Context: an optimization exercise on an open-source flow, tuned for small area, a short achievable clock period and few clock cycles per item. The choices shown serve that exercise and are no tape-out recipe.
In this exercise RTL edits were held to simulation tests only and were not proved equivalent to the original.

==> job 2293: inputs <==
## main_sync
module main_sync(clk, rst, ld_we, ld_addr, ld_data, start, a_addr, b_addr, c_addr,
		count, ready, done, result, rd_addr, rd_data);
parameter N = 32;
input clk;
input rst;
input ld_we;
input [3:0] ld_addr;
input [N-1:0] ld_data;
input start;
input [3:0] a_addr;
input [3:0] b_addr;
input [3:0] c_addr;
input [3:0] count;
output ready;
output reg done;
output [N-1:0] result;
input [3:0] rd_addr;
output reg [N-1:0] rd_data;
reg busy;
reg [3:0] e;       
reg [3:0] dst;
reg [N-1:0] X;     
reg [15:0] X_one, X_two, X_neg;   
reg [N-1:0] P;     
wire [N-1:0] ra, rb, rr;
wire [N-1:0] sq, prod;
wire [N-1:0] X_next = busy ? sq : ra;
wire [15:0] one_next, two_next, neg_next;
wire last = busy & (e[3:1] == 3'd0);
wire we = busy ? last : (start ? (count == 4'd0) : ld_we);
wire [3:0] waddr = busy ? dst : (start ? c_addr : ld_addr);
wire [N-1:0] wdata = busy ? prod : (start ? rb : ld_data);
reg_sync register(.clk(clk), .rst(rst), .we(we), .waddr(waddr), .wdata(wdata),
		.raddr_1(a_addr), .raddr_2(b_addr), .raddr_3(rd_addr),
		.rdata_1(ra), .rdata_2(rb), .rdata_3(rr));
sq32 square(.x(X), .p(sq));
booth_enc encode(.y(X_next), .one(one_next), .two(two_next), .neg(neg_next));
mul32_booth_enc mult(.x(P), .one(X_one), .two(X_two), .neg(X_neg), .p(prod));
  ...
clock: 10.0 ns
lec_check: 0
abc_clock_period_in_ps: 6000
cap_margin: 20
core_margin: 2
core_utilization: 35
place_density: 0.5
setup_slack_margin: 4
slew_margin: 20
standard.sh (not shown) runs the stock make flow with config.mk's settings and CLKGATE_MAP_FILE= SYNTH_SCRIPT=/design/flow/synth_recipe.tcl, a recipe that flattens the netlist after the stock synthesis.
==> flow/flow/run.sh <==
#!/bin/bash
# Own flow: the standard layout with two changes.
# 1. Yosys's synth does not run its early "abc -fast" pass (SYNTH_ARGS=-noabc).
#    That pass rewrites the multiplier's full-adder logic so that extract_fa
#    later finds most full adders with an inverted input or output, and about
#    one inverter per full adder is added. The later ABC mapping, the
#    flip-flops and their names are the standard flow's.
# 2. Every input and output port still gets its own buffer, but a buf_1
#    (BUFFER_PORTS_ARGS) instead of the delay buffer buffer_ports picks by
#    default; repair may still resize it.
set -euo pipefail
cd "$(dirname "$0")/.."
bash standard.sh SYNTH_ARGS=-noabc "BUFFER_PORTS_ARGS=-buffer_cell sky130_fd_sc_hd__buf_1" finish > run_standard.log 2>&1
==> job 1631: changes against job 2293 <==
==> flow/flow/run.sh (replaced) <==
#!/bin/bash
# Own flow: the standard layout, with Yosys's synth told not to run its
# early "abc -fast" pass (SYNTH_ARGS=-noabc). That pass rewrites the
# multiplier's full-adder logic so that extract_fa later finds most full
# adders with an inverted input or output, and the flow then adds about one
# inverter per full adder. Everything else, including the later ABC mapping,
# the flip-flops and their names, is the standard flow's.
set -euo pipefail
cd "$(dirname "$0")/.."
bash standard.sh SYNTH_ARGS=-noabc finish > run_standard.log 2>&1
==> flow/config.mk (replaced) <==
export PLATFORM = sky130hd
export DESIGN_NAME = main_sync
export DESIGN_NICKNAME = main_sync
export VERILOG_FILES = /design/flow/design.v
export SDC_FILE = /design/flow/constraint.sdc
export NUM_CORES = 4
export LEC_CHECK = 0
export ABC_CLOCK_PERIOD_IN_PS = 6500
export CAP_MARGIN = 20
export CORE_MARGIN = 2
export CORE_UTILIZATION = 35
export PLACE_DENSITY = 0.5
export SETUP_SLACK_MARGIN = 3.5
export SLEW_MARGIN = 20
==> job 5604: changes against job 2293 <==
==> flow/config.mk (replaced) <==
export PLATFORM = sky130hd
export DESIGN_NAME = main_sync
export DESIGN_NICKNAME = main_sync
export VERILOG_FILES = /design/flow/design.v
export SDC_FILE = /design/flow/constraint.sdc
export NUM_CORES = 4
export LEC_CHECK = 0
export ABC_CLOCK_PERIOD_IN_PS = 5500
export CAP_MARGIN = 20
export CORE_MARGIN = 2
export CORE_UTILIZATION = 35
export PLACE_DENSITY = 0.5
export SETUP_SLACK_MARGIN = 4.5
export SLEW_MARGIN = 20
==> job 4908: changes against job 2293 <==
--- a/flow/config.mk
+++ b/flow/config.mk
@@ -9,6 +9,9 @@
 export CAP_MARGIN = 20
 export CORE_MARGIN = 2
 export CORE_UTILIZATION = 35
+export CTS_BUF_LIST = sky130_fd_sc_hd__clkbuf_16
+export CTS_CLUSTER_DIAMETER = 80
+export CTS_CLUSTER_SIZE = 20
 export PLACE_DENSITY = 0.5
-export SETUP_SLACK_MARGIN = 4
+export SETUP_SLACK_MARGIN = 4.2
 export SLEW_MARGIN = 20
==> reports/results.txt <==
Post-CTS Setup Bufs - 120
Bufs and invs on worst path - 3
Outcome - finished clean
Hold-critical path endpoint - e[1]
Dpl cell area - 50900 µm²
# diodes - 4
Post-layout nets - 4909
Reg2Reg Setup Slack - 4.08 ns
Fraction of area in multi-input gates - 0.513
Register area - 18900 µm²
-- figures above: job 5604

==> reports/results.txt <==
Outcome - finished clean
Register area - 18800 µm²
Reg2Reg Setup Slack - 4.13 ns
Bufs and invs on worst path - 3
DRT Pass-1 Iters - 11
Dpl cell area - 50700 µm²
Post-layout nets - 4851
Hold-critical path endpoint - e[2]
Main combinational cell family by area after synthesis - compound AO/OA/AOI/OAI gates
Post-CTS Setup Bufs - 120
# diodes - 5
-- figures above: job 4908

==> reports/results.txt <==
Outcome - finished clean
Post-layout nets - 4790
Core Area - 135000 µm²
Hold Crit Start - e[3]
# diodes - 2
Register area - 18800 µm²
Reg2Reg Setup Slack - 3.67 ns
Fraction of area in multi-input gates - 0.510
Dpl cell area - 51400 µm²
Num sequential - 663
Hold-critical path endpoint - e[2]
Bufs and invs on worst path - 1
-- figures above: job 1631

==> reports/results.txt <==
Hold-critical path endpoint - e[1]
Dpl cell area - 50700 µm²
# diodes - 1
Reg2Reg Setup Slack - 4.07 ns
Bufs and invs on worst path - 3
Outcome - finished clean
-- figures above: job 2293

Testbench counts of job 2293, summed over its fixed seeds: cycles 35,421, commands 8,192.
Testbench counts of job 1631, summed over its fixed seeds: cycles 35,421, commands 8,192.
Testbench counts of job 5604, summed over its fixed seeds: cycles 35,421, commands 8,192.
Testbench counts of job 4908, summed over its fixed seeds: cycles 35,421, commands 8,192.

==> afterwards: timing with drivers on the ports <==
In the flow no input, the clock included, has a driving cell. The finished layouts below were timed again as built, in two steps. Step 1 (the two cells are an assumption about what drives the block):
set clk [get_ports {clk}]
set_driving_cell -lib_cell sky130_fd_sc_hd__clkbuf_16 $clk
set_driving_cell -lib_cell sky130_fd_sc_hd__buf_2 [delete_from_list [all_inputs] $clk]
Step 2, shift: input delay + t, output delay - t, t = (earliest + latest rising clock arrival at the registers) / 2. This alone moves slack from input paths to output paths. Three values: ideal, step 1, step 2; two values: the first two.
run | t, ns | setup WS [ns] | slew at the worst register clock pin (ns) | cell pins on the clock port's net
job 2293 | 0.762 | 4.073 / 4.073 / 3.448 | 0.08 / 0.08 | 1
job 1631 | 0.753 | 3.669 / 3.669 / 3.406 | 0.07 / 0.07 | 1
job 5604 | 0.738 | 4.078 / 4.078 / 3.809 | 0.07 / 0.07 | 1
job 4908 | 0.749 | 4.130 / 4.130 / 3.977 | 0.09 / 0.09 | 1
After both steps every run listed still meets setup and hold. For job 2293, which loses most, drivers alone change the setup slack by 0.000 ns; drivers and shift together by -0.625 ns.
